This is an optimization exercise on Yosys and OpenROAD, whose aim is a short achievable clock period and few clock cycles, not a production implementation.
The RTL was checked by simulation tests, not by an equivalence proof against the original design.
Power figures rest on the tool's default switching activity, not on a simulated workload.

## flow/flow/run.sh

```bash
#!/bin/bash
set -euo pipefail
bash standard.sh SETUP_SLACK_MARGIN=5.5 finish > standard_make.log 2>&1
```

## flow/standard.sh

```bash
#!/bin/bash
# synth_recipe.tcl (not shown) runs the flow's synth.tcl, then flattens the netlist and writes it again
# the make line also repeats each setting of config.mk as NAME=value (left out here)
make -C /OpenROAD-flow-scripts/flow DESIGN_CONFIG=/design/flow/config.mk WORK_HOME=/design/flow/orfs CLKGATE_MAP_FILE= SYNTH_SCRIPT=/design/flow/synth_recipe.tcl "${@:-finish}"
```

## flow/config.mk

```make
export PLATFORM = sky130hd
export DESIGN_NAME = Pipelined_CPU
export DESIGN_NICKNAME = Pipelined_CPU
export VERILOG_FILES = /design/flow/design.v
export SDC_FILE = /design/flow/constraint.sdc
export NUM_CORES = 4
export LEC_CHECK = 0
export CAP_MARGIN = 20
export CORE_MARGIN = 2
export CORE_UTILIZATION = 40
export SLEW_MARGIN = 20
```

## flow/constraint.sdc

```tcl
create_clock -name core_clock -period 9.0 [get_ports {clk}]
set_input_delay 1.8000 -clock core_clock [delete_from_list [all_inputs] [get_ports {clk}]]
set_output_delay 1.8000 -clock core_clock [all_outputs]
set_load 0.01 [all_outputs]
```

## flow/design.v

```verilog
`timescale 1ns / 1ps
module ks_add #(parameter W = 32) (
    input  [W-1:0] a,
    input  [W-1:0] b,
    input          cin,
    output [W-1:0] s,
    output         cout
    );
    reg [W-1:0] x, g, p, gn, pn, c;
    integer d;
    always @(*) begin
        x = a ^ b;
        g = a & b;
        g[0] = g[0] | (x[0] & cin);
        p = x;
        for (d = 1; d < W; d = d * 2) begin
            gn = g | (p & (g << d));
            pn = p & ((p << d) | ((1 << d) - 1));
            g = gn;
            p = pn;
        end
        c = {g[W-2:0], cin};
    end
    assign s = x ^ c;
    assign cout = g[W-1];
endmodule
module lt_tree #(parameter W = 32) (
    input  [W-1:0] a,
    input  [W-1:0] b,
    output         lt
    );
    reg [W-1:0] l, e;
    integer n, k;
    always @(*) begin
        l = ~a & b;
        e = ~(a ^ b);
        for (n = W / 2; n >= 1; n = n / 2) begin
            for (k = 0; k < n; k = k + 1) begin
                l[k] = l[2*k + 1] | (e[2*k + 1] & l[2*k]);
                e[k] = e[2*k + 1] & e[2*k];
            end
        end
    end
    assign lt = l[0];
endmodule
`timescale 1ns / 1ps
module Pipelined_CPU(
    input clk,
    input reset,
    output reg [31:0] iaddr,
    input [31:0] idata,
    output reg [31:0] daddr,
    input [31:0] drdata,
    output reg [31:0] dwdata,
    output reg [3:0] we,
    output reg [31:0] pc
    );
    reg [31:0] pc_r;
    reg [31:0] pc_o;        
    reg        x_kill;      
    reg [31:0] x_a;         
    reg [31:0] x_b;         
    reg [31:0] x_sd;        
    reg [31:0] x_pre;       
    reg [31:0] x_alt;       
    reg [4:0]  x_rd;
    reg        x_wen;       
    reg        x_load;
    reg        x_store;
    reg        x_ispre;
    reg        x_jalr;
    reg [2:0]  x_f3;
    reg        x_sub;
    reg        x_arith;
    reg        x_sadd, x_sslt, x_ssltu, x_sxor, x_sor, x_sand, x_ssll, x_ssr;
    reg        x_m_eq, x_m_ne, x_m_lt, x_m_ge, x_m_ltu, x_m_geu;
    reg        x_fa, x_fb, x_fs;
    reg        x_addi;
    reg [31:0] x_nimm;
    reg [19:0] x_pre_p1, x_pre_m1;
    reg        m_wen;
    reg        m_load;
    reg [4:0]  m_rd;
    reg [31:0] m_res;
    reg [2:0]  m_f3;
    reg [31:0] daddr_r;
    reg        w_wen;
    reg [4:0]  w_rd;
    reg [31:0] w_res;
    reg [31:0] rf [1:31];
    wire ev = ~x_kill;
    wire [31:0] a  = x_fa ? m_res : x_a;
    wire [31:0] b  = x_fb ? m_res : x_b;
    wire [31:0] sd = x_fs ? m_res : x_sd;
    wire [31:0] bx = x_sub ? ~b : b;
    wire [31:0] sum;
    wire        sum_co;
    ks_add #(32) u_add (.a(a), .b(bx), .cin(x_sub), .s(sum), .cout(sum_co));
    wire eq_ab = ~|(x_a ^ x_b);
    wire eq_mb = ~|(m_res ^ x_b);
    wire eq_am = ~|(x_a ^ m_res);
    wire ltu_ab, ltu_mb, ltu_am, lts_ab, lts_mb, lts_am;
    lt_tree #(32) u_ltu_ab (.a(x_a),   .b(x_b),   .lt(ltu_ab));
    lt_tree #(32) u_ltu_mb (.a(m_res), .b(x_b),   .lt(ltu_mb));
    lt_tree #(32) u_ltu_am (.a(x_a),   .b(m_res), .lt(ltu_am));
    lt_tree #(32) u_lts_ab (.a({~x_a[31], x_a[30:0]}),     .b({~x_b[31], x_b[30:0]}),     .lt(lts_ab));
    lt_tree #(32) u_lts_mb (.a({~m_res[31], m_res[30:0]}), .b({~x_b[31], x_b[30:0]}),     .lt(lts_mb));
    lt_tree #(32) u_lts_am (.a({~x_a[31], x_a[30:0]}),     .b({~m_res[31], m_res[30:0]}), .lt(lts_am));
    wire eq  = x_fa ? (x_fb | eq_mb) : (x_fb ? eq_am : eq_ab);
    wire ltu = x_fa ? (~x_fb & ltu_mb) : (x_fb ? ltu_am : ltu_ab);
    wire lts = x_fa ? (~x_fb & lts_mb) : (x_fb ? lts_am : lts_ab);
    wire [31:0] sll = a << b[4:0];
    wire [31:0] srl = $signed({x_arith & a[31], a}) >>> b[4:0];
    wire [31:0] other =
        ({32{x_sslt}}  & {31'd0, lts}) |
        ({32{x_ssltu}} & {31'd0, ltu}) |
        ({32{x_sxor}}  & (a ^ b)) |
        ({32{x_sor}}   & (a | b)) |
        ({32{x_sand}}  & (a & b)) |
        ({32{x_ssll}}  & sll) |
        ({32{x_ssr}}   & srl) |
        ({32{x_ispre}} & x_pre);
    wire [31:0] res = x_sadd ? sum : other;
    wire mispred = ev & ((x_m_eq & eq) | (x_m_ne & ~eq) |
                         (x_m_lt & lts) | (x_m_ge & ~lts) |
                         (x_m_ltu & ltu) | (x_m_geu & ~ltu));
    wire jump = ev & x_jalr;
    wire x_redirect = mispred | jump;
    wire [31:0] x_target = x_jalr ? {sum[31:1], 1'b0} : x_alt;
    reg [3:0]  st_we;
    reg [31:0] st_data;
    always @(*) begin
        st_data = sd;
        st_we   = 4'b0000;
        case (x_f3)
            3'b000: begin
                st_we   = 4'b0001 << sum[1:0];
                st_data = {4{sd[7:0]}};
            end
            3'b001: begin
                st_we   = sum[1] ? 4'b1100 : 4'b0011;
                st_data = {2{sd[15:0]}};
            end
            3'b010: st_we = 4'b1111;
            default: st_we = 4'b0000;
        endcase
    end
    reg [31:0] ld;
    wire [1:0] la = m_res[1:0];
    always @(*) begin
        case (m_f3)
            3'b000: case (la)
                        2'b00: ld = {{24{drdata[7]}},  drdata[7:0]};
                        2'b01: ld = {{24{drdata[15]}}, drdata[15:8]};
                        2'b10: ld = {{24{drdata[23]}}, drdata[23:16]};
                        default: ld = {{24{drdata[31]}}, drdata[31:24]};
                    endcase
            3'b001: ld = la[1] ? {{16{drdata[31]}}, drdata[31:16]} : {{16{drdata[15]}}, drdata[15:0]};
            3'b100: case (la)
                        2'b00: ld = {24'd0, drdata[7:0]};
                        2'b01: ld = {24'd0, drdata[15:8]};
                        2'b10: ld = {24'd0, drdata[23:16]};
                        default: ld = {24'd0, drdata[31:24]};
                    endcase
            3'b101: ld = la[1] ? {16'd0, drdata[31:16]} : {16'd0, drdata[15:0]};
            default: ld = drdata;
        endcase
    end
    wire [31:0] m_val = m_load ? ld : m_res;    
    wire [31:0] ir = idata;
    wire [6:0] op  = ir[6:0];
    wire [4:0] rs1 = ir[19:15];
    wire [4:0] rs2 = ir[24:20];
    wire [4:0] rd  = ir[11:7];
    wire [2:0] f3  = ir[14:12];
    wire is_lui   = (op == 7'b0110111);
    wire is_auipc = (op == 7'b0010111);
    wire is_jal   = (op == 7'b1101111);
    wire is_jalr  = (op == 7'b1100111);
    wire is_br    = (op == 7'b1100011);
    wire is_load  = (op == 7'b0000011);
    wire is_store = (op == 7'b0100011);
    wire is_alui  = (op == 7'b0010011);
    wire is_alur  = (op == 7'b0110011);
    wire use_rs1 = is_jalr | is_br | is_load | is_store | is_alui | is_alur;
    wire use_rs2 = is_br | is_store | is_alur;
    wire rs2_alu = is_br | is_alur;      
    wire wen     = (is_lui | is_auipc | is_jal | is_jalr | is_load | is_alui | is_alur) & (rd != 5'd0);
    wire ispre   = is_lui | is_auipc | is_jal | is_jalr;
    wire [31:0] imm_i = {{20{ir[31]}}, ir[31:20]};
    wire [31:0] imm_s = {{20{ir[31]}}, ir[31:25], ir[11:7]};
    wire [31:0] imm_b = {{19{ir[31]}}, ir[31], ir[7], ir[30:25], ir[11:8], 1'b0};
    wire [31:0] imm_j = {{11{ir[31]}}, ir[31], ir[19:12], ir[20], ir[30:21], 1'b0};
    wire [31:0] imm   = is_store ? imm_s : imm_i;
    wire [31:0] f_tj, f_tb, f_pc4;
    wire [19:0] auipc_hi;
    wire        f_c1, f_c2, f_c3, f_c4;
    ks_add #(32) u_tj (.a(pc_r), .b(imm_j), .cin(1'b0), .s(f_tj), .cout(f_c1));
    ks_add #(32) u_tb (.a(pc_r), .b(imm_b), .cin(1'b0), .s(f_tb), .cout(f_c2));
    ks_add #(30) u_p4 (.a(pc_r[31:2]), .b(30'd1), .cin(1'b0), .s(f_pc4[31:2]), .cout(f_c3));
    assign f_pc4[1:0] = pc_r[1:0];
    ks_add #(20) u_au (.a(pc_r[31:12]), .b(ir[31:12]), .cin(1'b0), .s(auipc_hi), .cout(f_c4));
    wire [19:0] pc_hi_m1, au_p1, au_m1, lui_p1, lui_m1, pc4_p1, pc4_m1;
    wire        cx1, cx2, cx3, cx4, cx5, cx6, cx7;
    ks_add #(20) u_pcm (.a(pc_r[31:12]), .b({20{1'b1}}), .cin(1'b0), .s(pc_hi_m1), .cout(cx1));
    ks_add #(20) u_aup (.a(pc_r[31:12]), .b(ir[31:12]),  .cin(1'b1), .s(au_p1),    .cout(cx2));
    ks_add #(20) u_aum (.a(pc_hi_m1),    .b(ir[31:12]),  .cin(1'b0), .s(au_m1),    .cout(cx3));
    ks_add #(20) u_lup (.a(ir[31:12]),   .b(20'd1),      .cin(1'b0), .s(lui_p1),   .cout(cx4));
    ks_add #(20) u_lum (.a(ir[31:12]),   .b({20{1'b1}}), .cin(1'b0), .s(lui_m1),   .cout(cx5));
    ks_add #(20) u_p4p (.a(f_pc4[31:12]), .b(20'd1),      .cin(1'b0), .s(pc4_p1),   .cout(cx6));
    ks_add #(20) u_p4m (.a(f_pc4[31:12]), .b({20{1'b1}}), .cin(1'b0), .s(pc4_m1),   .cout(cx7));
    wire [19:0] pre_p1 = is_lui ? lui_p1 : is_auipc ? au_p1 : pc4_p1;
    wire [19:0] pre_m1 = is_lui ? lui_m1 : is_auipc ? au_m1 : pc4_m1;
    wire eqz_r = ~|(x_a ^ x_nimm);
    wire eqz_m = ~|(m_res ^ x_nimm);
    wire addi_zero = x_fa ? eqz_m : eqz_r;
    wire fuse = is_br && (f3[2:1] == 2'b00) && x_addi && ev &&
                (((rs1 == x_rd) && (rs2 == 5'd0)) || ((rs2 == x_rd) && (rs1 == 5'd0)));
    wire f_pred = is_jal | (is_br & (fuse ? (addi_zero ^ f3[0]) : (ir[31] | ir[12])));
    wire [31:0] f_target = ir[3] ? f_tj : f_tb;
    wire xw  = x_wen & ev;
    wire p1a = xw && (x_rd == rs1);
    wire p1b = xw && (x_rd == rs2);
    wire p2a = m_wen && (m_rd == rs1);
    wire p2b = m_wen && (m_rd == rs2);
    wire p3a = w_wen && (w_rd == rs1);
    wire p3b = w_wen && (w_rd == rs2);
    wire stall = x_load && ev && ((use_rs1 && p1a) || (use_rs2 && p1b));
    wire [31:0] rf1 = (rs1 == 5'd0) ? 32'd0 : rf[rs1];
    wire [31:0] rf2 = (rs2 == 5'd0) ? 32'd0 : rf[rs2];
    wire [31:0] rv1 = p2a ? m_val : p3a ? w_res : rf1;
    wire [31:0] rv2 = p2b ? m_val : p3b ? w_res : rf2;
    wire alu_op = is_alur | is_alui;
    wire bt = is_br & ~f_pred;    
    wire bn = is_br & f_pred;     
    wire [31:0] pre = is_lui ? {ir[31:12], 12'd0} :
                      is_auipc ? {auipc_hi, pc_r[11:0]} : f_pc4;
    wire        jf = is_jalr && x_ispre && p1a;
    wire [11:0] jf_lo;
    wire        jf_c;
    ks_add #(12) u_jf (.a(x_pre[11:0]), .b(ir[31:20]), .cin(1'b0), .s(jf_lo), .cout(jf_c));
    wire [19:0] jf_hi = (ir[31] == jf_c) ? x_pre[31:12] : jf_c ? x_pre_p1 : x_pre_m1;
    wire [31:0] jf_target = {jf_hi, jf_lo[11:1], 1'b0};
    wire [31:0] pc_seq  = stall ? pc_r : jf ? jf_target : f_pred ? f_target : f_pc4;
    wire [31:0] pc_next = x_redirect ? x_target : pc_seq;
    always @(*) begin
        iaddr = pc_o;
        pc    = pc_o;
        daddr = daddr_r;
    end
    wire go = !reset && !stall;    
    always @(posedge clk) begin
        if (reset) pc_r <= 32'd0;
        else       pc_r <= pc_next;
        pc_o <= pc_next & {32{~reset}};
        x_kill  <= x_redirect;
        x_a     <= rv1;
        x_b     <= rs2_alu ? rv2 : imm;
        x_sd    <= rv2;
        x_pre   <= pre;
        x_pre_p1 <= pre_p1;
        x_pre_m1 <= pre_m1;
        x_addi  <= go && wen && is_alui && (f3 == 3'b000);
        x_nimm  <= ~imm_i + 32'd1;
        x_alt   <= f_pred ? f_pc4 : f_tb;
        x_rd    <= rd;
        x_wen   <= go && wen;
        x_load  <= go && is_load;
        x_store <= go && is_store;
        x_jalr  <= go && is_jalr && !jf;
        x_ispre <= ispre;
        x_f3    <= f3;
        x_sub   <= is_alur & ir[30] & (f3 == 3'b000);
        x_arith <= ir[30];
        x_sadd  <= (alu_op & f3 == 3'b000) | is_load | is_store;
        x_sslt  <= alu_op & f3 == 3'b010;
        x_ssltu <= alu_op & f3 == 3'b011;
        x_sxor  <= alu_op & f3 == 3'b100;
        x_sor   <= alu_op & f3 == 3'b110;
        x_sand  <= alu_op & f3 == 3'b111;
        x_ssll  <= alu_op & f3 == 3'b001;
        x_ssr   <= alu_op & f3 == 3'b101;
        x_m_eq  <= go && ((bt && f3 == 3'b000) || (bn && f3 == 3'b001));
        x_m_ne  <= go && ((bt && f3 == 3'b001) || (bn && f3 == 3'b000));
        x_m_lt  <= go && ((bt && f3 == 3'b100) || (bn && f3 == 3'b101));
        x_m_ge  <= go && ((bt && f3 == 3'b101) || (bn && f3 == 3'b100));
        x_m_ltu <= go && ((bt && f3 == 3'b110) || (bn && f3 == 3'b111));
        x_m_geu <= go && ((bt && f3 == 3'b111) || (bn && f3 == 3'b110));
        x_fa    <= use_rs1 && p1a;
        x_fb    <= rs2_alu && p1b;
        x_fs    <= use_rs2 && p1b;
        m_wen   <= !reset && xw;
        m_load  <= x_load;
        m_rd    <= x_rd;
        m_res   <= res;
        m_f3    <= x_f3;
        daddr_r <= sum;
        we      <= (!reset && x_store && ev) ? st_we : 4'b0000;
        dwdata  <= st_data;
        w_wen <= !reset && m_wen;
        w_rd  <= m_rd;
        w_res <= m_val;
        if (w_wen) rf[w_rd] <= w_res;
    end
endmodule
```

==> results of run 1 <==
## critical path, cell delays in order
cell and delay, ns:
buf_16 0.14, and2_4 0.15, fa_2 0.34, a211oi_2 0.29
o21a_1 0.21, or3_4 0.15, buf_6 0.10, nand3_4 0.12
buf_12 0.18, nand2_8 0.09, nand3_1 0.11, a31oi_1 0.66
o31ai_2 0.17, a211oi_1 0.32
## cell families (layout without fill, tap and decap cells)
group / after synthesis / after routing / synth area share (%)
xor+xnor: 388 / 388 / 4.153
fa+ha+maj: 306 / 306 / 4.733
buf+inv: 753 / 1541 / 3.664
compound gates: 1500 / 1501 / 11.70
other cells: 0 / 7 / 0
mux: 864 / 864 / 19.19
flops: 1467 / 1467 / 47.92
simple gates: 1564 / 1568 / 8.641
## stage by stage
step / cells / power [uW] / hold slack [ns] / cell area, sq um
after floorplan: 6842 / 9340 / 0.3235 / 84220
after global placement: 9384 / 10560 / 0.3611 / 88010
after detailed placement: 9384 / 10580 / 0.3634 / 88050
after CTS: 10120 / 17910 / 0.3591 / 103500
after global routing: 10330 / 18820 / 0.3737 / 108400
final: 10330 / 18420 / 0.3749 / 108400
## synth_stat cells, types with 71 or more instances
| master | number |
|---|---|
| nor2_1 | 453 |
| buf_1 | 105 |
| xor2_1 | 132 |
| xnor2_1 | 255 |
| clkbuf_1 | 344 |
| a221oi_1 | 97 |
| nor3_1 | 88 |
| mux4_2 | 560 |
| inv_1 | 227 |
| ha_1 | 299 |
| o211ai_1 | 74 |
| a31oi_1 | 71 |
| mux2i_1 | 239 |
| o21ai_0 | 297 |
| edfxtp_1 | 992 |
| a211oi_1 | 88 |
| a21oi_1 | 463 |
| nand2_1 | 574 |
| nand3_1 | 114 |
| dfxtp_1 | 475 |
## metal layers
layer	part of all wire [%]	track usage, %	up-vias
met1	34	42.04	34270
met3	12	8.597	1472
met2	44	52.99	5253
met4	9.8	27.11	8
li1	-	-	27700
met5	0.017	0	-
## worst min-delay path by stage
stage	endpoint	start	slack, ns
after detailed placement	x_alt[0]	pc_r[0]	0.36
after global routing	m_load	x_load	0.37
after floorplan	m_load	x_load	0.32
after CTS	m_load	x_load	0.36
after global placement	x_alt[0]	pc_r[0]	0.36
final	m_load	x_load	0.37
## cell type report
class | instances | area [sq um] | share of cell area (%)
Tap cell | 2688 | 3363 | 3.103
Antenna cell | 7 | 17.52 | 0.01616
Clock buffer | 212 | 4458 | 4.113
Timing Repair inverter | 1 | 8.758 | 0.008081
Sequential cell | 1467 | 39550 | 36.49
Clock inverter | 85 | 920.9 | 0.8497
Timing Repair Buffer | 1010 | 12410 | 11.45
Multi-Input combinational cell | 4627 | 46700 | 43.09
Inverter | 233 | 944.7 | 0.8716
## cell usage in the layout, fill, tap and decap left out, drive strengths merged, types with 35 or more instances in the layout
| cell | netlist | final |
|---|---|---|
| edfxtp | 992 | 992 |
| buf | 176 | 769 |
| nand2 | 574 | 576 |
| mux4 | 560 | 560 |
| dfxtp | 475 | 475 |
| a21oi | 463 | 463 |
| nor2 | 456 | 457 |
| o21ai | 319 | 320 |
| ha | 299 | 299 |
| xnor2 | 256 | 256 |
| clkbuf | 344 | 252 |
| mux2i | 239 | 239 |
| inv | 231 | 228 |
| dlygate4sd2 | 0 | 135 |
| xor2 | 132 | 132 |
| nand3 | 114 | 114 |
| a221oi | 98 | 98 |
| nor3 | 91 | 91 |
| a211oi | 89 | 89 |
| o211ai | 74 | 74 |
| a31oi | 71 | 71 |
| clkinv | 2 | 68 |
| mux2 | 65 | 65 |
| nand4 | 64 | 64 |
| a21o | 60 | 60 |
| and3 | 56 | 57 |
| a22oi | 41 | 41 |
| o21a | 39 | 39 |
| nor4 | 36 | 36 |
| nand2b | 35 | 35 |
## power groups by stage
| stage | Sequential, uW | Combinational (uW) | Clock, uW |
|---|---|---|---|
| after floorplan | 7600 | 1740 | 0 |
| after global placement | 7700 | 2870 | 0 |
| after detailed placement | 7700 | 2880 | 0 |
| after CTS | 7560 | 3550 | 6800 |
| after global routing | 7570 | 4180 | 7070 |
| final | 7570 | 4050 | 6790 |
## what timing repair did
item,4_1_cts,5_1_grt
gates resized for setup,1254,551
pin swaps,232,236
buffers inserted,360,165
gates cloned,77,40
setup endpoints to repair,475,281
==> flow_summary.json, run 1 <==
{
  "maxSlewHeadroom_pct": 20.42,
  "clk_latency_ns": 0.88,
  "r2r_start": "x_fb",
  "period_needed_ns": 4.129,
  "grt_pass1_wl_um": 510300,
  "async_flop_share_pct": 0,
  "dp_hpwl_um": 220100,
  "synth_enable_flop_cells": 992,
  "ys.flop_type": "edfxtp_1",
  "maxSlewViolCount": 0,
  "crit_fanout": 6,
  "synth_warnings": 6,
  "criticalPathCategory": "in2reg",
  "globalplace.congestion": 1.025,
  "nFillCells": 16800,
  "drt_wl_total_um": 381800,
  "rows": 166,
  "period_share_pct": 45.88,
  "power_switching_share_pct": 30.29,
  "largest_reg_flops": 992,
  "final.setup.worst_slack_ns": 4.871,
  "clkPwrFrac_pct": 36.9,
  "firstDrtPassIters": 9,
  "drive_gt1_share_pct": 36.42,
  "htree_levels": 4,
  "critPathRequiredTime_ns": 9.71,
  "syn2layout_area_growth_pct": 32.16,
  "synth_top_cell_area_share_pct": 36.33,
  "root_buffer": "clkbuf_16",
  "timing.rr.end": "pc_r[30]",
  "start_util_pct": 40.16,
  "die_w_um": 456.8,
  "syn_nets": 7214,
  "start_kind": "input port",
  "ff2ff_setup_slack_ns": 4.94,
  "ios": 198,
  "top_register": "rf",
  "drt-initial-drc-count": 10170,
  "rsz0062_at_grt": "true",
  "combPwrFrac_pct": 22.0,
  "vias": 68710,
  "grt_overflow_total": 0,
  "post_drt_via_cell_ratio": 6.651,
  "switchingPower_uw": 5579,
  "r2r_cells": 18,
  "grt_pass1_vias": 65480,
  "clk_pin_slew_ns": 0.06,
  "yosysSeqAreaShare_pct": 47.92,
  "clock-sinks": 1467,
  "max-clock-path-buffers": 3,
  "core_area_sq_um": 204200,
  "cts_tree": "built",
  "ys_ff_latch": 1467,
  "status": "complete, no violations",
  "finalSetupViolCount": 0,
  "synthTopCellsByArea": "edfxtp_1 (36%), mux4_2 (15%), dfxtp_1 (12%)",
  "timing.critical_path.from": "idata[20]",
  "fin_nets": 7873,
  "crit_arrival_ns": 4.84,
  "finalHoldViolations": 0,
  "die_h_um": 456.8,
  "wl_per_cell_um": 36.96,
  "fin_skew_ns": 0.09456,
  "peakVddDrop_mv": 0.1757,
  "sequentialPowerShare_pct": 41.1,
  "timing.setup.tns_ns": 0,
  "syn_avg_cell_area_sq_um": 11.98,
  "ant_nets": 0,
  "hold_path_class": "reg2reg",
  "end_kind": "register",
  "maxCapViolCount": 0,
  "grt_max_degree": 69,
  "intPower_uw": 12840,
  "power_leakage_uw": 0.03941,
  "antenna_found_initial": 11,
  "netlist_area_sq_um": 82000,
  "grt_use_total_pct": 34.67,
  "cts_inserted_buffers": 161,
  "min_path_cells": 0,
  "worstMarginPinSlew_ns": 1.192,
  "max_freq_mhz": 242.2,
  "yosysTopAreaCell": "edfxtp_1",
  "die_area_sq_um": 208600,
  "endpoint": "pc_r[30]",
  "synth.distinct_cells": 90,
  "io_buffer_count": 197,
  "place_ws_ns": 2.811,
  "p_per_area_nw_per_um2": 169.9,
  "postCtsHoldBufs": 0,
  "synth_cells": 6842,
  "drc": 0,
  "fin_util_pct": 53.08
}
Testbench counts, summed over its fixed seeds: cycles 59,984.
==> run 2: changes to the inputs <==
--- a/flow/config.mk
+++ b/flow/config.mk
@@ -7,5 +7,5 @@
 export LEC_CHECK = 0
 export CAP_MARGIN = 20
 export CORE_MARGIN = 2
-export CORE_UTILIZATION = 40
+export CORE_UTILIZATION = 50
 export SLEW_MARGIN = 20
==> flow_summary.json, run 2 <==
{
  "ff2ff_setup_slack_ns": 4.98,
  "status": "complete, no violations",
  "antenna_found_initial": 12,
  "timing.setup.tns_ns": 0,
  "start_kind": "register",
  "die_w_um": 409.0,
  "grt_pass1_vias": 63890,
  "wl_per_cell_um": 37.08,
  "max-clock-path-buffers": 3,
  "criticalPathCategory": "reg2reg",
  "core_area_sq_um": 162800,
  "r2r_start": "x_fb",
  "peakVddDrop_mv": 0.2498,
  "clk_latency_ns": 0.85,
  "cts_tree": "built",
  "vias": 67490,
  "fin_hold_ws_ns": 0.3742,
  "die_h_um": 409.0,
  "period_share_pct": 44.64,
  "drt-initial-drc-count": 10210,
  "fin_skew_ns": 0.05192,
  "crit_arrival_ns": 4.70,
  "rsz0062_at_grt": "true",
  "synth_enable_flop_cells": 992,
  "synth_top_cell_area_share_pct": 36.33,
  "fin_nets": 7856,
  "final_cell_mix": "edfxtp_1 (992), mux4_2 (560), nand2_1 (502)",
  "dp_hpwl_um": 213000,
  "crit_fanout": 6,
  "drt_wl_total_um": 363000,
  "synth_warnings": 6,
  "period_needed_ns": 4.017,
  "grt_use_total_pct": 41.92,
  "finalSetupViolCount": 0,
  "io_buffer_count": 197,
  "hold_path_class": "reg2reg",
  "critPathRequiredTime_ns": 9.68,
  "clk_pin_slew_ns": 0.06,
  "max_freq_mhz": 248.9,
  "maxCapViolCount": 0,
  "ys_ff_latch": 1467,
  "root_buffer": "clkbuf_16",
  "grt_pass1_wl_um": 492600,
  "drc": 0,
  "top_register": "rf",
  "largest_reg_flops": 992,
  "syn_nets": 7214,
  "synth.distinct_cells": 90,
  "worstMarginPinSlew_ns": 1.209,
  "ios": 198,
  "async_flop_share_pct": 0,
  "power_leakage_uw": 0.03906,
  "synth_cells": 6842,
  "clock-sinks": 1467,
  "firstDrtPassIters": 10,
  "post_drt_via_cell_ratio": 6.894,
  "synthTopCellsByArea": "edfxtp_1 (36%), mux4_2 (15%), dfxtp_1 (12%)",
  "final.setup.worst_slack_ns": 4.983,
  "place_ws_ns": 2.977,
  "p_per_area_nw_per_um2": 171.2,
  "syn2layout_area_growth_pct": 30.10,
  "grt_max_degree": 95,
  "maxSlewViolCount": 0,
  "yosysMostFrequentCell": "edfxtp_1",
  "nFillCells": 11860,
  "syn_avg_cell_area_sq_um": 11.98,
  "maxSlewHeadroom_pct": 19.38,
  "die_area_sq_um": 167300,
  "timing.critical_path.from": "x_fb",
  "finalHoldViolations": 0,
  "ant_nets": 0,
  "fin_util_pct": 65.54,
  "htree_levels": 4,
  "r2r_cells": 19,
  "endpoint": "pc_o[17]",
  "final_common_cell": "edfxtp_1",
  "start_util_pct": 50.38,
  "globalplace.congestion": 1.037,
  "yosysTopAreaCell": "edfxtp_1",
  "ys.flop_type": "edfxtp_1",
  "synth_common_cells": "edfxtp_1 (992), nand2_1 (574), mux4_2 (560)",
  "end_kind": "register",
  "grt_overflow_total": 0,
  "rows": 148,
  "netlist_area_sq_um": 82000,
  "drive_gt1_share_pct": 35.33,
  "cts_inserted_buffers": 158,
  "yosysSeqAreaShare_pct": 47.92,
  "postCtsHoldBufs": 0,
  "timing.rr.end": "pc_o[17]"
}
## run 2: cell type report
class | instances | area [sq um] | share of cell area (%)
multi-input cells | 4628 | 45920 | 43.05
flip-flops and latches | 1467 | 39510 | 37.04
repair buffers | 994 | 12070 | 11.31
clock buffers | 201 | 4338 | 4.066
well taps | 2175 | 2721 | 2.551
clock inverters | 84 | 1112 | 1.043
inverters | 233 | 974.7 | 0.9136
repair inverters | 2 | 17.52 | 0.01642
diodes | 6 | 15.01 | 0.01407
## run 2: logic make-up after synthesis
group                      share of synthesized area (%)
AOI/OAI and AO/OA                                  11.70
xor gates and xnor gates                           4.153
adders and majority gates                          4.733
buffers and inverters                              3.664
DFF                                                47.92
muxes                                              19.19
and+or+nand+nor                                    8.641
## run 2: how the worst min path moves through the flow
stage	start	endpoint	depth (start not counted)
2_1_floorplan	x_load	m_load	0
4_1_cts	pc_r[0]	x_alt[0]	0
3_3_place_gp	pc_r[0]	x_alt[0]	0
6_report	pc_r[0]	x_alt[0]	0
5_1_grt	x_load	m_load	0
3_5_place_dp	pc_r[0]	x_alt[0]	0
## run 2: metal layers
layer  up-vias  wire, um  GRT usage [%]
met5         -        26              0
met1     33610    128500          53.10
met4         4     32670          30.74
met3      1224     42980          10.29
li1      27650         -              -
met2      4994    158800          62.66
## run 2: stage by stage
step                      power [uW]  cell area, sq um  cells
after global routing           18690            106700   9784
after floorplan                 9340             84220   6842
after global placement         10470             87350   8868
after detailed placement       10480             87360   8868
final                          18260            106700   9790
after CTS                      17880            102800   9604
## run 2: critical path, stage by stage, from the launching register on
cell      delay (ns)
dfxtp_4         0.35
buf_12          0.15
buf_6           0.13
mux2i_4         0.28
xnor2_2         0.16
ha_4            0.24
nand2_2         0.07
a31oi_1         0.04
a221o_2         0.43
a221o_1         0.43
buf_4           0.18
buf_6           0.11
buf_6           0.11
a41oi_4         0.16
o21bai_1        0.13
a21oi_2         0.20
xnor2_2         0.14
buf_6           0.17
a211oi_4        0.29
a211oi_2        0.08
## run 2: timing repair
item	4_1_cts	5_1_grt
setup buffers	367	157
pin swaps	287	234
resized for setup	1212	443
gates cloned	84	23
endpoints found under the setup margin	440	256
## run 2: where the power goes
part	internal (uW)	leakage (uW)	switching [uW]
Clock	3910	0.00264	2920
Combinational	1710	0.0233	2140
Sequential	7330	0.0131	249
Total	13000	0.0391	5300
==> run 3: changes to the inputs <==
--- a/flow/config.mk
+++ b/flow/config.mk
@@ -8,4 +8,5 @@
 export CAP_MARGIN = 20
 export CORE_MARGIN = 2
 export CORE_UTILIZATION = 50
+export PLACE_DENSITY = 0.7
 export SLEW_MARGIN = 20
==> flow_summary.json, run 3 <==
{
  "maxSlewHeadroom_pct": 12.02,
  "timing.setup.tns_ns": 0,
  "timing.critical_path.from": "x_fb",
  "yosysMostFrequentCell": "edfxtp_1",
  "synth_cells": 6842,
  "largest_reg_flops": 992,
  "globalplace.congestion": 1.055,
  "drt-initial-drc-count": 11950,
  "place_ws_ns": 2.836,
  "fin_nets": 7929,
  "r2r_start": "x_fb",
  "grt_overflow_total": 0,
  "top_register": "rf",
  "design_area_sq_um": 108100,
  "crit_arrival_ns": 4.77,
  "final_common_cell": "edfxtp_1",
  "max_freq_mhz": 244.4,
  "dp_hpwl_um": 217200,
  "yosysTopAreaCell": "edfxtp_1",
  "clk_latency_ns": 0.90,
  "start_util_pct": 50.38,
  "yosysSeqAreaShare_pct": 47.92,
  "post_drt_via_cell_ratio": 7.272,
  "period_needed_ns": 4.091,
  "core_area_sq_um": 162800,
  "worstMarginPinSlew_ns": 1.318,
  "die_w_um": 409.0,
  "synth.distinct_cells": 90,
  "finalHoldViolations": 0,
  "clock-sinks": 1467,
  "peakVddDrop_mv": 0.2730,
  "max-clock-path-buffers": 3,
  "ys_ff_latch": 1467,
  "grt_pass1_vias": 66740,
  "io_buffer_count": 197,
  "p_per_area_nw_per_um2": 171.0,
  "final.setup.worst_slack_ns": 4.909,
  "ys.flop_type": "edfxtp_1",
  "drt_wl_total_um": 391400,
  "firstDrtPassIters": 9,
  "place_area_sq_um": 87410,
  "postCtsHoldBufs": 0,
  "critPathRequiredTime_ns": 9.68,
  "die_h_um": 409.0,
  "vias": 71850,
  "hp-start": "x_load",
  "async_flop_share_pct": 0,
  "synthTopCellsByArea": "edfxtp_1 (36%), mux4_2 (15%), dfxtp_1 (12%)",
  "fin_util_pct": 66.43,
  "ios": 198,
  "final_cell_mix": "edfxtp_1 (992), mux4_2 (560), nand2_1 (505)",
  "ant_nets": 0,
  "die_area_sq_um": 167300,
  "synth_common_cells": "edfxtp_1 (992), nand2_1 (574), mux4_2 (560)",
  "netlist_area_sq_um": 82000,
  "synth_warnings": 6,
  "power_leakage_uw": 0.03966,
  "grt_pass1_wl_um": 511000,
  "rsz0062_at_grt": "true",
  "period_share_pct": 45.46,
  "synth_top_cell_area_share_pct": 36.33,
  "end_kind": "register",
  "antenna_found_initial": 18,
  "grt_max_degree": 64,
  "start_kind": "register",
  "crit_fanout": 7,
  "maxSlewViolCount": 0,
  "status": "complete, no violations",
  "wl_per_cell_um": 39.62,
  "criticalPathCategory": "reg2reg",
  "syn_nets": 7214,
  "root_buffer": "clkbuf_16",
  "finalSetupViolCount": 0,
  "fin_skew_ns": 0.07920,
  "grt_use_total_pct": 43.36,
  "drive_gt1_share_pct": 36.56,
  "hold_path_class": "reg2reg",
  "htree_levels": 4,
  "syn_avg_cell_area_sq_um": 11.98,
  "synth_enable_flop_cells": 992,
  "maxCapViolCount": 0,
  "clk_pin_slew_ns": 0.06,
  "cts_tree": "built",
  "drc": 0,
  "syn2layout_area_growth_pct": 31.87,
  "rows": 148,
  "cts_inserted_buffers": 157
}
[run 3: cell types whose count changed in the layout (fill, tap and decap cells not counted), sizes merged]
cell / previous run / this run
clkdlybuf4s50: 38 / 37
clkbuf: 227 / 246
inv: 227 / 231
clkinv: 57 / 62
dlygate4sd2: 131 / 121
nand3: 114 / 115
dlymetal6s2s: 2 / 10
diode: 6 / 20
and3: 58 / 59
clkinvlp: 18 / 16
bufbuf: 25 / 28
buf: 770 / 823
o21ai: 320 / 319
bufinv: 17 / 13
[run 3: layer usage]
layer  up-vias  wire length, um  GRT usage, %
met4        12            44900         36.53
li1      27750                -             -
met1     34960           125000         52.22
met2      6915           164600         63.32
met5         -              123             0
met3      2206            56730         13.81
[run 3: final timing paths]
kind / end / slack [ns] / depth (start not counted)
worst max-delay path: pc_o[31] / 4.91 / 17
worst min register to register: m_load / 0.40 / 0
worst min-delay path: m_load / 0.40 / 0
worst max register to register: pc_o[31] / 4.91 / 17
[run 3: cells by family after synthesis]
kind of cell	synth area share [%]
AO/OA/AOI/OAI	11.70
XOR/XNOR	4.153
adder cells (fa/ha/maj)	4.733
buffers and inverters	3.664
flip-flops	47.92
multiplexers	19.19
AND/OR/NAND/NOR	8.641
[run 3: power breakdown]
part | total [uW] | switching [uW] | leakage (uW) | internal [uW]
clock network | 6870 | 3060 | 0.00260 | 3810
logic | 4050 | 2280 | 0.0240 | 1770
registers | 7580 | 243 | 0.0131 | 7330
[run 3: critical path, cell delays in order, from the launching register on]
cell and delay, ns:
dfxtp_4 0.35, buf_12 0.16, buf_8 0.15, mux2i_4 0.33, xnor2_1 0.18, ha_2 0.37
a21o_1 0.20, a21o_1 0.20, a211oi_2 0.30, nor3_2 0.10, a211oi_4 0.19, buf_6 0.16
o22ai_4 0.10, a221oi_4 0.36, nor4b_2 0.08, a311oi_1 0.32, buf_4 0.26, a221oi_2 0.08
[run 3: what timing repair did]
item	CTS	global route
buffers inserted	327	255
pin swaps	240	279
resized for setup	1189	610
setup endpoints to repair	466	282
cloned	72	42
[run 3: area by class of cell]
type                            instances  area [sq um]
Tap cell                             2175          2721
Clock buffer                          204          4308
Timing Repair Buffer                 1063         13010
Sequential cell                      1467         39530
Multi-Input combinational cell       4629         46390
Timing Repair inverter                  6         100.1
Antenna cell                           20         50.05
Clock inverter                         83          1089
Fill cell                           11190         54630
Inverter                              233         949.7
[run 3: metrics by stage]
step	instances	hold slack (ns)	total power [uW]
2_1_floorplan	6842	0.3235	9340
3_3_place_gp	8875	0.3708	10480
3_5_place_dp	8876	0.3649	10490
4_1_cts	9562	0.3921	17750
5_1_grt	9864	0.3949	18800
6_report	9880	0.4013	18500
==> run 4: changes to the inputs <==
==> flow/flow/run.sh (replaced) <==
#!/bin/bash
set -euo pipefail
bash standard.sh SETUP_SLACK_MARGIN=5.75 finish > standard_make.log 2>&1
--- a/flow/config.mk
+++ b/flow/config.mk
@@ -8,5 +8,4 @@
 export CAP_MARGIN = 20
 export CORE_MARGIN = 2
 export CORE_UTILIZATION = 50
-export PLACE_DENSITY = 0.7
 export SLEW_MARGIN = 20
==> flow_summary.json, run 4 <==
{
  "yosysTopAreaCell": "edfxtp_1",
  "r2r_cells": 14,
  "combPwrFrac_pct": 22.1,
  "start_util_pct": 50.38,
  "syn_nets": 7214,
  "clock-sinks": 1467,
  "crit_fanout": 14,
  "period_share_pct": 44.51,
  "syn_avg_cell_area_sq_um": 11.98,
  "switchingPower_uw": 5363,
  "root_buffer": "clkbuf_16",
  "peakVddDrop_mv": 0.2445,
  "finalSetupViolCount": 0,
  "maxSlewViolCount": 0,
  "antenna_found_initial": 15,
  "status": "complete, no violations",
  "final.setup.worst_slack_ns": 4.994,
  "synth_enable_flop_cells": 992,
  "worstMarginPinSlew_ns": 1.183,
  "core_area_sq_um": 162800,
  "vias": 68380,
  "netlist_area_sq_um": 82000,
  "rsz0062_at_grt": "true",
  "yosysSeqAreaShare_pct": 47.92,
  "post_drt_via_cell_ratio": 6.915,
  "die_area_sq_um": 167300,
  "timing.critical_path.from": "idata[31]",
  "drt-initial-drc-count": 10040,
  "grt_max_degree": 65,
  "p_per_area_nw_per_um2": 167.0,
  "ys_ff_latch": 1467,
  "critPathRequiredTime_ns": 9.66,
  "synthTopCellsByArea": "edfxtp_1 (36%), mux4_2 (15%), dfxtp_1 (12%)",
  "endpoint": "pc_o[29]",
  "die_h_um": 409.0,
  "clkPwrFrac_pct": 36.4,
  "maxSlewHeadroom_pct": 20.65,
  "async_flop_share_pct": 0,
  "intPower_uw": 12880,
  "p_total_uw": 18250,
  "yosysMostFrequentCell": "edfxtp_1",
  "dp_hpwl_um": 213300,
  "synth_common_cells": "edfxtp_1 (992), nand2_1 (574), mux4_2 (560)",
  "power_leakage_uw": 0.03995,
  "place_area_sq_um": 87520,
  "r2r_start": "x_fb",
  "max_freq_mhz": 249.6,
  "period_needed_ns": 4.006,
  "ant_nets": 0,
  "finalHoldViolations": 0,
  "drc": 0,
  "criticalPathCategory": "in2reg",
  "start_kind": "input port",
  "synth_cells": 6842,
  "end_kind": "register",
  "clk_latency_ns": 0.83,
  "firstDrtPassIters": 8,
  "rows": 148,
  "grt_use_total_pct": 43.08,
  "crit_arrival_ns": 4.67,
  "final_cell_mix": "edfxtp_1 (992), mux4_2 (560), nand2_1 (475)",
  "maxCapViolCount": 0,
  "die_w_um": 409.0,
  "place_ws_ns": 2.942,
  "final_common_cell": "edfxtp_1",
  "cts_tree": "built",
  "wl_per_cell_um": 37.69,
  "globalplace.congestion": 1.035,
  "synth.distinct_cells": 90,
  "max-clock-path-buffers": 3,
  "design_area_sq_um": 109200,
  "synth_warnings": 6,
  "cts_inserted_buffers": 158,
  "timing.rr.end": "pc_o[29]",
  "sequentialPowerShare_pct": 41.5,
  "top_register": "rf",
  "syn2layout_area_growth_pct": 33.22,
  "hold_path_class": "reg2reg",
  "grt_overflow_total": 0,
  "ff2ff_setup_slack_ns": 5.03,
  "io_buffer_count": 197,
  "grt_pass1_wl_um": 506100,
  "grt_pass1_vias": 65600,
  "nFillCells": 11710,
  "fin_skew_ns": 0.03860,
  "timing.setup.tns_ns": 0,
  "drt_wl_total_um": 372700,
  "drive_gt1_share_pct": 38.07,
  "largest_reg_flops": 992,
  "clk_pin_slew_ns": 0.06,
  "synth_top_cell_area_share_pct": 36.33,
  "fin_nets": 7944,
  "ys.flop_type": "edfxtp_1",
  "ios": 198,
  "power_switching_share_pct": 29.39,
  "htree_levels": 4
}
[run 4: cell counts after synthesis]
No cell type changed its count.
[run 4: routing by layer]
layer  GRT usage (%)  wire length [um]  up-vias
met5               0                85        -
met4           31.61             33200       12
met3           9.644             43360     1270
met2           65.02            164900     5154
met1           54.65            131100    34090
li1                -                 -    27850
[run 4: cells by family (layout without fill, tap and decap cells)]
kind of cell / after synthesis / after routing / share of synthesized area, %
buf+inv: 753 / 1608 / 3.664
flops: 1467 / 1467 / 47.92
fa+ha+maj: 306 / 306 / 4.733
xor+xnor: 388 / 388 / 4.153
mux: 864 / 864 / 19.19
compound gates: 1500 / 1501 / 11.70
other cells: 0 / 9 / 0
simple gates: 1564 / 1570 / 8.641
[run 4: final cells by class]
cell class,count,area (sq um),share of cell area (%)
diodes,9,22.52,0.02062
clock buffers,209,4392,4.020
clock inverters,83,849.6,0.7777
inverters,233,970.9,0.8888
multi-input cells,4629,46850,42.89
flip-flops and latches,1467,39550,36.20
well taps,2175,2721,2.491
repair buffers,1078,13830,12.66
repair inverters,5,56.30,0.05154
[run 4: worst min path at each step]
stage	depth (start not counted)	slack [ns]	from	end
6_report	0	0.37	pc_r[0]	x_alt[0]
5_1_grt	0	0.36	pc_r[0]	x_alt[0]
4_1_cts	0	0.35	pc_r[0]	x_alt[0]
3_3_place_gp	0	0.35	pc_r[0]	x_alt[0]
3_5_place_dp	0	0.36	pc_r[0]	x_alt[0]
2_1_floorplan	0	0.32	x_load	m_load
[run 4: per-stage QoR]
step	std cells	hold slack, ns	utilization [%]
floorplan	6842	0.3235	-
global placement	8854	0.3518	53.76
detailed placement	8855	0.3647	53.77
CTS	9697	0.3549	64.60
global route	9881	0.3590	67.10
finish	9888	0.3659	67.11
[run 4: power groups by stage]
stage                     clock (uW)  combinational [uW]  sequential, uW
after floorplan                    0                1750            7600
after global placement             0                2770            7700
after detailed placement           0                2780            7700
after CTS                       6650                3630            7560
after global routing            6920                4180            7570
final                           6640                4030            7570
[run 4: worst max-delay path, cell delays in order]
cell,delay (ns)
buf_6,0.16
ha_1,0.40
a21oi_1,0.18
nor2b_1,0.07
a2111oi_2,0.44
o31ai_1,0.19
o21a_1,0.26
o221ai_4,0.30
a2111oi_4,0.15
or3_4,0.40
a31oi_4,0.20
a221oi_2,0.09
[run 4: repair_timing]
item                                    in CTS  in global routing
gates resized for setup                   1525                498
gates cloned                               117                 18
hold buffers                                 0                  0
pin swaps                                  291                285
endpoints found under the setup margin     487                312
buffers inserted                           433                164
==> run 5: changes to the inputs <==
--- a/flow/design.v
+++ b/flow/design.v
@@ -92,10 +92,9 @@
     wire [31:0] a  = x_fa ? m_res : x_a;
     wire [31:0] b  = x_fb ? m_res : x_b;
     wire [31:0] sd = x_fs ? m_res : x_sd;
-    wire [31:0] bx = x_sub ? ~b : b;
     wire [31:0] sum;
     wire        sum_co;
-    ks_add #(32) u_add (.a(a), .b(bx), .cin(x_sub), .s(sum), .cout(sum_co));
+    ks_add #(32) u_add (.a(a), .b(b), .cin(x_sub), .s(sum), .cout(sum_co));
     wire eq_ab = ~|(x_a ^ x_b);
     wire eq_mb = ~|(m_res ^ x_b);
     wire eq_am = ~|(x_a ^ m_res);
@@ -225,7 +224,9 @@
     wire p2b = m_wen && (m_rd == rs2);
     wire p3a = w_wen && (w_rd == rs1);
     wire p3b = w_wen && (w_rd == rs2);
-    wire stall = x_load && ev && ((use_rs1 && p1a) || (use_rs2 && p1b));
+    wire is_sub = is_alur & ir[30] & (f3 == 3'b000);
+    wire stall = (x_load && ev && ((use_rs1 && p1a) || (use_rs2 && p1b))) ||
+                 (is_sub && p1b);
     wire [31:0] rf1 = (rs1 == 5'd0) ? 32'd0 : rf[rs1];
     wire [31:0] rf2 = (rs2 == 5'd0) ? 32'd0 : rf[rs2];
     wire [31:0] rv1 = p2a ? m_val : p3a ? w_res : rf1;
@@ -255,7 +256,7 @@
         pc_o <= pc_next & {32{~reset}};
         x_kill  <= x_redirect;
         x_a     <= rv1;
-        x_b     <= rs2_alu ? rv2 : imm;
+        x_b     <= rs2_alu ? (rv2 ^ {32{is_sub}}) : imm;
         x_sd    <= rv2;
         x_pre   <= pre;
         x_pre_p1 <= pre_p1;
@@ -270,7 +271,7 @@
         x_jalr  <= go && is_jalr && !jf;
         x_ispre <= ispre;
         x_f3    <= f3;
-        x_sub   <= is_alur & ir[30] & (f3 == 3'b000);
+        x_sub   <= is_sub;
         x_arith <= ir[30];
         x_sadd  <= (alu_op & f3 == 3'b000) | is_load | is_store;
         x_sslt  <= alu_op & f3 == 3'b010;
==> flow/flow/run.sh (replaced) <==
#!/bin/bash
set -euo pipefail
bash standard.sh SETUP_SLACK_MARGIN=5.5 finish > standard_make.log 2>&1
--- a/flow/config.mk
+++ b/flow/config.mk
@@ -7,5 +7,5 @@
 export LEC_CHECK = 0
 export CAP_MARGIN = 20
 export CORE_MARGIN = 2
-export CORE_UTILIZATION = 50
+export CORE_UTILIZATION = 40
 export SLEW_MARGIN = 20
==> flow_summary.json, run 5 <==
{
  "period_share_pct": 45.07,
  "vias": 68200,
  "criticalPathCategory": "in2reg",
  "final_cell_mix": "edfxtp_1 (992), mux4_2 (567), buf_4 (451)",
  "yosysTopAreaCell": "edfxtp_1",
  "post_drt_via_cell_ratio": 6.685,
  "timing.rr.end": "pc_r[20]",
  "synth_cells": 6696,
  "htree_levels": 4,
  "io_buffer_count": 197,
  "fin_nets": 7718,
  "peakVddDrop_mv": 0.1540,
  "fin_skew_ns": 0.08091,
  "ys.flop_type": "edfxtp_1",
  "async_flop_share_pct": 0,
  "top_register": "rf",
  "r2r_cells": 16,
  "timing.setup.tns_ns": 0,
  "critPathRequiredTime_ns": 9.70,
  "die_h_um": 454.8,
  "synth_warnings": 6,
  "endpoint": "pc_r[20]",
  "max_freq_mhz": 246.5,
  "drive_gt1_share_pct": 37.56,
  "syn_avg_cell_area_sq_um": 12.14,
  "maxSlewHeadroom_pct": 19.16,
  "synth_top_cell_area_share_pct": 36.64,
  "wl_per_cell_um": 36.92,
  "antenna_found_initial": 27,
  "crit_arrival_ns": 4.76,
  "drt_wl_total_um": 376600,
  "synth.distinct_cells": 88,
  "nFillCells": 16430,
  "timing.critical_path.from": "idata[20]",
  "netlist_area_sq_um": 81290,
  "hold_path_class": "reg2reg",
  "synth_enable_flop_cells": 992,
  "period_needed_ns": 4.057,
  "final.setup.worst_slack_ns": 4.944,
  "p_per_area_nw_per_um2": 170.2,
  "start_util_pct": 40.22,
  "globalplace.congestion": 1.007,
  "root_buffer": "clkbuf_16",
  "clock-sinks": 1467,
  "syn2layout_area_growth_pct": 32.76,
  "postCtsHoldBufs": 0,
  "finalSetupViolCount": 0,
  "synthTopCellsByArea": "edfxtp_1 (37%), mux4_2 (16%), dfxtp_1 (12%)",
  "yosysSeqAreaShare_pct": 48.34,
  "max-clock-path-buffers": 3,
  "r2r_start": "x_fa",
  "yosysMostFrequentCell": "edfxtp_1",
  "cts_tree": "built",
  "rows": 165,
  "core_area_sq_um": 202100,
  "largest_reg_flops": 992,
  "clk_pin_slew_ns": 0.07,
  "cts_inserted_buffers": 159,
  "syn_nets": 7039,
  "start_kind": "input port",
  "end_kind": "register",
  "power_leakage_uw": 0.03947,
  "dp_hpwl_um": 214700,
  "maxCapViolCount": 0,
  "worstMarginPinSlew_ns": 1.211,
  "place_ws_ns": 2.736,
  "ff2ff_setup_slack_ns": 4.96,
  "clk_latency_ns": 0.92,
  "finalHoldViolations": 0,
  "status": "complete, no violations",
  "grt_use_total_pct": 34.70,
  "ant_nets": 0,
  "firstDrtPassIters": 7,
  "drc": 0,
  "grt_pass1_vias": 64570,
  "rsz0062_at_grt": "true",
  "final_common_cell": "edfxtp_1",
  "grt_pass1_wl_um": 503300,
  "synth_common_cells": "edfxtp_1 (992), mux4_2 (567), a21oi_1 (524)",
  "crit_fanout": 6,
  "die_w_um": 454.8,
  "ys_ff_latch": 1467,
  "grt_overflow_total": 0,
  "grt_max_degree": 73,
  "maxSlewViolCount": 0,
  "drt-initial-drc-count": 10560,
  "ios": 198,
  "die_area_sq_um": 206900
}
run 5: area by class of cell:
| class | count | area [sq um] | share of cell area [%] |
|---|---|---|---|
| multi-input combinational | 4494 | 45760 | 42.40 |
| antenna | 16 | 40.04 | 0.03710 |
| timing repair buffer | 1017 | 12790 | 11.85 |
| clock inverter | 96 | 1097 | 1.017 |
| inverter | 236 | 988.4 | 0.9159 |
| tap | 2672 | 3343 | 3.098 |
| sequential | 1467 | 39570 | 36.66 |
| clock buffer | 204 | 4339 | 4.021 |
run 5: worst min-delay path by stage:
stage,endpoint,depth (start not counted),from
after floorplan,m_load,0,x_load
after global placement,m_load,0,x_load
after detailed placement,m_load,0,x_load
after CTS,m_load,0,x_load
after global routing,m_load,0,x_load
final,m_load,0,x_load
run 5: power by group:
part           switching, uW  total [uW]  internal [uW]
logic                   2220        3970           1750
registers                240        7570           7330
clock network           3070        6830           3770
run 5: through the flow:
stage	cell area (sq um)	utilization, %	hold WS [ns]	std cells	total power [uW]
floorplan	83080	-	0.3308	6696	9319
global placement	86980	43.03	0.3451	9227	10490
detailed placement	86990	43.04	0.3396	9227	10510
CTS	103400	51.16	0.3577	9971	17880
global route	107900	53.38	0.3594	10190	18770
finish	107900	53.40	0.3586	10200	18370
run 5: critical path, stage by stage:
cell and delay [ns]:
buf_16 0.14, and2_4 0.16, fa_2 0.38, a211oi_4 0.30
o21a_1 0.19, o21ai_2 0.11, a41oi_4 0.18, buf_12 0.17
buf_16 0.15, mux2i_1 0.21, nand2_1 0.12, a21oi_4 0.31
a311oi_1 0.09, o22ai_1 0.31, a211oi_1 0.12
run 5: timing repair:
| action | CTS | global route |
|---|---|---|
| cloned | 97 | 23 |
| pin swaps | 297 | 272 |
| resized for setup | 1405 | 533 |
| setup buffers | 347 | 190 |
| setup endpoints to repair | 494 | 259 |
run 5: cells by family (layout without fill, tap and decap cells):
logic type | Yosys count | count (layout) | share of synthesized area, %
buf+inv | 737 | 1553 | 3.600
simple gates | 1430 | 1431 | 8.096
other cells | 0 | 16 | 0
mux | 889 | 889 | 19.78
xor+xnor | 381 | 381 | 4.146
flops | 1467 | 1467 | 48.34
compound gates | 1515 | 1516 | 11.70
fa+ha+maj | 277 | 277 | 4.337
run 5: layer usage:
metal	vias to the layer above	wire [um]	GRT usage (%)
met2	5346	167800	53.77
met3	1639	45100	9.016
met1	33990	126200	41.09
li1	27210	-	-
met5	-	152	0
met4	22	37400	27.36
Testbench counts of run 5, summed over its fixed seeds: cycles 60,046.
==> run 6: changes to the inputs <==
--- a/flow/config.mk
+++ b/flow/config.mk
@@ -7,5 +7,5 @@
 export LEC_CHECK = 0
 export CAP_MARGIN = 20
 export CORE_MARGIN = 2
-export CORE_UTILIZATION = 40
+export CORE_UTILIZATION = 55
 export SLEW_MARGIN = 20
==> flow_summary.json, run 6 <==
{
  "status": "complete, no violations",
  "fin_hold_ws_ns": 0.3532,
  "root_buffer": "clkbuf_16",
  "start_kind": "input port",
  "crit_arrival_ns": 4.78,
  "maxSlewViolCount": 0,
  "grt_max_degree": 73,
  "clk_pin_slew_ns": 0.06,
  "synth_enable_flop_cells": 992,
  "hp-start": "x_load",
  "top_register": "rf",
  "die_area_sq_um": 150900,
  "antenna_found_initial": 13,
  "nFillCells": 9856,
  "globalplace.congestion": 1.050,
  "drt_wl_total_um": 353000,
  "ant_nets": 0,
  "grtUsageMet1_pct": 56.83,
  "timing.critical_path.from": "idata[20]",
  "timing.rr.end": "pc_o[31]",
  "fin_util_pct": 71.16,
  "syn2layout_area_growth_pct": 28.95,
  "criticalPathCategory": "in2reg",
  "met2_usage_pct": 68.42,
  "fin_skew_ns": 0.05263,
  "io_buffer_count": 197,
  "place_ws_ns": 2.843,
  "critPathRequiredTime_ns": 9.74,
  "ys.flop_type": "edfxtp_1",
  "core_area_sq_um": 147300,
  "netlist_area_sq_um": 81290,
  "worstMarginPinSlew_ns": 1.225,
  "yosysSeqAreaShare_pct": 48.34,
  "grt_pass1_vias": 63340,
  "p_per_area_nw_per_um2": 171.0,
  "end_kind": "register",
  "postCtsHoldBufs": 0,
  "r2r_start": "x_fb",
  "rows": 141,
  "syn_nets": 7039,
  "largest_reg_flops": 992,
  "yosysMostFrequentCell": "edfxtp_1",
  "clock-sinks": 1467,
  "post_drt_via_cell_ratio": 7.205,
  "fin_nets": 7615,
  "async_flop_share_pct": 0,
  "synth_warnings": 6,
  "firstDrtPassIters": 9,
  "maxCapViolCount": 0,
  "wl_per_cell_um": 37.82,
  "final_cell_mix": "edfxtp_1 (992), mux4_2 (567), nand2_1 (408)",
  "max-clock-path-buffers": 3,
  "period_share_pct": 44.94,
  "syn_avg_cell_area_sq_um": 12.14,
  "rsz0062_at_grt": "true",
  "power_leakage_uw": 0.03838,
  "max_freq_mhz": 247.2,
  "die_w_um": 388.5,
  "cts_inserted_buffers": 155,
  "start_util_pct": 55.18,
  "synth_top_cell_area_share_pct": 36.64,
  "final.setup.worst_slack_ns": 4.955,
  "synth_cells": 6696,
  "final_common_cell": "edfxtp_1",
  "synth.distinct_cells": 88,
  "grt_use_total_pct": 45.09,
  "drt-initial-drc-count": 10130,
  "grt_overflow_total": 0,
  "ios": 198,
  "dp_hpwl_um": 204900,
  "vias": 67260,
  "drc": 0,
  "grt_most_used_layer": "met2",
  "ff2ff_setup_slack_ns": 4.97,
  "endpoint": "pc_o[26]",
  "cts_tree": "built",
  "drive_gt1_share_pct": 35.10,
  "peakVddDrop_mv": 0.1956,
  "finalHoldViolations": 0,
  "htree_levels": 4,
  "crit_fanout": 6,
  "timing.setup.tns_ns": 0,
  "finalSetupViolCount": 0,
  "period_needed_ns": 4.045,
  "synthTopCellsByArea": "edfxtp_1 (37%), mux4_2 (16%), dfxtp_1 (12%)",
  "maxSlewHeadroom_pct": 17.15,
  "grt_pass1_wl_um": 479700,
  "yosysTopAreaCell": "edfxtp_1",
  "clk_latency_ns": 0.85,
  "synth_common_cells": "edfxtp_1 (992), mux4_2 (567), a21oi_1 (524)",
  "hold_path_class": "reg2reg",
  "r2r_cells": 21,
  "grtUsageMet3_pct": 11.15,
  "die_h_um": 388.5,
  "ys_ff_latch": 1467
}
[run 6: cell counts after synthesis]
Identical to the previous run, type by type.
[run 6: worst max-delay path, stage by stage]
cell	delay [ns]
buf_16	0.13
and2_4	0.14
fa_2	0.38
a211oi_4	0.26
o21a_1	0.20
o21ai_2	0.10
a41oi_4	0.26
buf_6	0.20
buf_8	0.13
buf_12	0.10
buf_16	0.12
mux2i_1	0.09
a211oi_2	0.34
o22ai_2	0.15
a221oi_2	0.35
[run 6: worst min path at each step]
stage	endpoint	slack [ns]	cells past startpoint
2_1_floorplan	m_load	0.33	0
3_3_place_gp	m_load	0.34	0
3_5_place_dp	m_load	0.34	0
4_1_cts	m_load	0.35	0
5_1_grt	m_load	0.36	0
6_report	m_load	0.35	0
[run 6: cell type report]
cell class	instances	area, sq um	area share (%)
antenna	6	15.01	0.01432
clock buffer	202	4168	3.976
clock inverter	82	1092	1.042
inverter	236	1017	0.9704
multi-input combinational	4495	45030	42.96
sequential	1467	39520	37.70
tap	1930	2415	2.304
timing repair buffer	915	11550	11.02
timing repair inverter	2	25.02	0.02387
[run 6: report_power, final]
group	internal [uW]	switching [uW]	leakage, uW
registers	7330	234	0.0133
logic	1650	2060	0.0226
clock network	3730	2920	0.00253
[run 6: per-stage QoR]
step	area, sq um	cells	total power (uW)
floorplan	83080	6696	9319
global placement	85950	8473	10400
detailed placement	85950	8473	10420
CTS	100900	9140	17530
global route	104800	9330	18320
finish	104800	9335	17930
[run 6: logic make-up (layout without fill, tap and decap cells)]
kind of cell / after synthesis / count (layout) / share of synthesized area, %
flip-flops: 1467 / 1467 / 48.34
adder cells (fa/ha/maj): 277 / 277 / 4.337
multiplexers: 889 / 889 / 19.78
XOR/XNOR: 381 / 381 / 4.146
other: 0 / 6 / 0
AND/OR/NAND/NOR: 1430 / 1433 / 8.096
AO/OA/AOI/OAI: 1515 / 1515 / 11.70
buffers and inverters: 737 / 1437 / 3.600
[run 6: repair_timing]
| action | 4_1_cts | 5_1_grt |
|---|---|---|
| gates resized for setup | 1218 | 460 |
| hold endpoints to repair | 0 | 0 |
| buffers inserted | 301 | 172 |
| gates cloned | 82 | 16 |
| pin swaps | 301 | 286 |
| endpoints found under the setup margin | 410 | 265 |
[run 6: per-layer routing]
layer	up-vias	share of wire, %
met4	6	9.7
li1	26970	-
met2	5451	44
met1	33350	34
met3	1477	12
met5	-	0.013
==> run 7: changes to the inputs <==
--- a/flow/design.v
+++ b/flow/design.v
@@ -92,9 +92,12 @@
     wire [31:0] a  = x_fa ? m_res : x_a;
     wire [31:0] b  = x_fb ? m_res : x_b;
     wire [31:0] sd = x_fs ? m_res : x_sd;
-    wire [31:0] sum;
-    wire        sum_co;
-    ks_add #(32) u_add (.a(a), .b(b), .cin(x_sub), .s(sum), .cout(sum_co));
+    wire [31:0] s_ab, s_mb, s_am;
+    wire        c_ab, c_mb, c_am;
+    ks_add #(32) u_add_ab (.a(x_a),   .b(x_b),   .cin(x_sub), .s(s_ab), .cout(c_ab));
+    ks_add #(32) u_add_mb (.a(m_res), .b(x_b),   .cin(x_sub), .s(s_mb), .cout(c_mb));
+    ks_add #(32) u_add_am (.a(x_a),   .b(m_res), .cin(1'b0),  .s(s_am), .cout(c_am));
+    wire [31:0] sum = x_fa ? (x_fb ? {m_res[30:0], 1'b0} : s_mb) : (x_fb ? s_am : s_ab);
     wire eq_ab = ~|(x_a ^ x_b);
     wire eq_mb = ~|(m_res ^ x_b);
     wire eq_am = ~|(x_a ^ m_res);
--- a/flow/config.mk
+++ b/flow/config.mk
@@ -7,5 +7,5 @@
 export LEC_CHECK = 0
 export CAP_MARGIN = 20
 export CORE_MARGIN = 2
-export CORE_UTILIZATION = 55
+export CORE_UTILIZATION = 40
 export SLEW_MARGIN = 20
==> flow_summary.json, run 7 <==
{
  "drc": 0,
  "critPathTopFamily": "buffers and inverters",
  "crit_path_cell_trace": "buf_16, buf_4, buf_12, buf_12, buf_8, buf_16, buf_6, buf_12, mux4_2, mux4_2, nand2_2, nand2_4, a221oi_4, a21oi_4, xnor2_1, nand2_1, o21ai_2",
  "yosysTopAreaCell": "edfxtp_1",
  "synth_top_cell_area_share_pct": 34.66,
  "finalHoldViolations": 0,
  "synth_warnings": 6,
  "final_cell_mix": "edfxtp_1 (992), mux4_2 (561), buf_4 (540)",
  "synth-compound-area-share_pct": 13.45,
  "timing.setup.tns_ns": 0,
  "io_buffer_count": 197,
  "grt_use_total_pct": 34.72,
  "yosysMostFrequentCell": "edfxtp_1",
  "rsz0062_at_grt": "true",
  "max_stage_delay_ns": 0.50,
  "worst_path_most_repeated_cell": "buf_12",
  "maxCapViolCount": 0,
  "fin_nets": 8580,
  "core_area_sq_um": 214200,
  "synth_adder_area_share_pct": 5.497,
  "timing.rr.end": "pc_o[29]",
  "start_util_pct": 40.13,
  "crit_fanout": 6,
  "period_share_pct": 46.36,
  "drive_gt1_share_pct": 34.61,
  "antenna_found_initial": 27,
  "vias": 72720,
  "grt_most_used_layer": "met2",
  "r2r_start": "m_res[4]",
  "clk_pin_slew_ns": 0.06,
  "power_leakage_uw": 0.04083,
  "status": "complete, no violations",
  "grtUsageMet3_pct": 8.136,
  "critPathRequiredTime_ns": 9.76,
  "r2r_cells": 16,
  "synth_xor_xnor_area_share_pct": 4.229,
  "post_drt_via_cell_ratio": 6.538,
  "timing.critical_path.from": "idata[20]",
  "htree_levels": 4,
  "yosysSeqAreaShare_pct": 45.72,
  "synth_top_family_by_area": "multiplexers",
  "syn_nets": 7892,
  "final.setup.worst_slack_ns": 4.827,
  "grt_overflow_total": 0,
  "grt_max_degree": 85,
  "hp-start": "x_load",
  "postCtsHoldBufs": 0,
  "ys_ff_latch": 1467,
  "synth.distinct_cells": 99,
  "grt_pass1_wl_um": 535400,
  "max-clock-path-buffers": 3,
  "nFillCells": 18030,
  "synthTopCellsByArea": "edfxtp_1 (35%), mux4_2 (15%), dfxtp_1 (11%)",
  "largest_reg_flops": 992,
  "clock-sinks": 1467,
  "globalplace.congestion": 1.023,
  "synth_enable_flop_cells": 992,
  "ios": 198,
  "p_per_area_nw_per_um2": 167.4,
  "die_w_um": 467.6,
  "critical_path_buf_inv_count": 8,
  "die_h_um": 467.6,
  "max_freq_mhz": 239.7,
  "syn_avg_cell_area_sq_um": 11.53,
  "rows": 170,
  "start_kind": "input port",
  "drt-initial-drc-count": 10470,
  "place_ws_ns": 2.928,
  "hold_path_class": "reg2reg",
  "ff2ff_setup_slack_ns": 5.01,
  "min_path_cells": 0,
  "crit_arrival_ns": 4.94,
  "placed_cells": 10170,
  "clk_latency_ns": 0.87,
  "synth.mux.area_fraction_pct": 18.04,
  "dp_hpwl_um": 239000,
  "die_area_sq_um": 218600,
  "root_buffer": "clkbuf_16",
  "final_common_cell": "edfxtp_1",
  "worstMarginPinSlew_ns": 1.207,
  "end_kind": "register",
  "async_flop_share_pct": 0,
  "ant_nets": 0,
  "drt_wl_total_um": 394600,
  "period_needed_ns": 4.173,
  "ys.flop_type": "edfxtp_1",
  "maxSlewViolCount": 0,
  "yosys.area_share.simple_pct": 8.886,
  "wl_per_cell_um": 35.48,
  "cts_tree": "built",
  "peakVddDrop_mv": 0.2013,
  "maxSlewHeadroom_pct": 19.02,
  "min_to": "m_load",
  "cts_inserted_buffers": 160,
  "netlist_area_sq_um": 85950,
  "fin_skew_ns": 0.07247,
  "syn2layout_area_growth_pct": 30.74,
  "criticalPathCategory": "in2reg",
  "slowest_stage": "mux4_2",
  "synth_common_cells": "edfxtp_1 (992), a21oi_1 (635), nor2_1 (589)",
  "grt_pass1_vias": 68780,
  "synth_cells": 7455,
  "met2_usage_pct": 52.43,
  "finalSetupViolCount": 0,
  "firstDrtPassIters": 8,
  "top_register": "rf",
  "instances_no_fill": 11120,
  "grtUsageMet1_pct": 44.19
}
-- run 7: changes by cell type in the layout (fill, tap and decap cells not counted), moves of 22 or more --
cell,before,now
o21bai_1,18,44
a21oi_1,400,499
xnor2_1,212,265
buf_4,400,540
clkdlybuf4s50_1,94,38
inv_1,204,255
ha_4,54,103
a221oi_2,43,21
nor2_1,360,506
ha_1,201,233
dlygate4sd2_1,64,118
nor3_1,57,82
o21ai_0,218,242
-- run 7: logic make-up after synthesis --
| group | after synthesis |
|---|---|
| fa+ha+maj | 371 |
| mux | 841 |
| simple gates | 1671 |
| xor+xnor | 415 |
| buf+inv | 870 |
| flops | 1467 |
| compound gates | 1820 |
-- run 7: worst max-delay path by stage --
stage / cells past startpoint / slack [ns] / end
finish: 17 / 4.83 / x_b[1]
global route: 15 / 4.83 / pc_o[17]
CTS: 15 / 4.89 / pc_o[17]
detailed placement: 15 / 2.93 / pc_o[29]
global placement: 14 / 2.89 / pc_o[29]
floorplan: 21 / 4.28 / pc_o[26]
-- run 7: power breakdown --
part	switching [uW]	leakage, uW	internal (uW)	total [uW]
Sequential	197	0.0129	7330	7530
Combinational	2470	0.0252	1810	4280
Clock	3010	0.00269	3990	7000
-- run 7: timing repair --
action | 4_1_cts | 5_1_grt
cloned | 77 | 19
gates resized for setup | 1348 | 573
endpoints found under the hold margin | 0 | 0
pin swaps | 246 | 290
setup buffers | 354 | 204
setup endpoints to repair | 461 | 298
-- run 7: per-layer routing --
layer	share of wire (%)	routed length [um]	vias up
met4	8.8	34550	14
li1	-	-	29800
met2	43	171500	5127
met5	0.024	94	-
met3	11	44160	1287
met1	37	144300	36490
-- run 7: through the flow --
| step | total power, uW | hold slack (ns) | instance area, sq um | util [%] |
|---|---|---|---|---|
| 2_1_floorplan | 9500 | 0.3311 | 87940 | - |
| 3_3_place_gp | 10830 | 0.3713 | 92070 | 42.98 |
| 3_5_place_dp | 10830 | 0.3747 | 92080 | 42.99 |
| 4_1_cts | 18380 | 0.3870 | 107800 | 50.31 |
| 5_1_grt | 19240 | 0.3961 | 112400 | 52.46 |
| 6_report | 18810 | 0.3812 | 112400 | 52.47 |
-- run 7: cell type report --
cell class	count	area (sq um)	area share, %
diodes	7	17.52	0.01559
clock buffers	209	4372	3.890
multi-input cells	5119	49420	43.98
repair inverters	1	5.005	0.004454
flip-flops and latches	1467	39530	35.18
inverters	321	1393	1.239
clock inverters	87	1192	1.061
repair buffers	1073	12890	11.47
well taps	2838	3551	3.160
-- run 7: worst reg2reg max path: stages, from the launching register on --
cell        delay [ns]
dfxtp_2           0.34
buf_12            0.15
clkinvlp_4        0.19
ha_4              0.35
nor2b_4           0.05
or4_4             0.41
o21ba_4           0.25
o31ai_4           0.31
buf_4             0.18
o41a_1            0.23
o21bai_4          0.10
a311o_1           0.37
o2111ai_2         0.09
o211ai_1          0.23
inv_2             0.30
mux2i_1           0.16
o21ai_1           0.17
Testbench counts of run 7, summed over its fixed seeds: cycles 60,046.

Check on run 7: ideal ports give 4.827 ns setup slack; a clkbuf_16 on the clock port and buf_2 on the inputs give 4.681 ns; moving port delays by the midpoint clock arrival (0.921 ns) as well gives 3.760 ns.
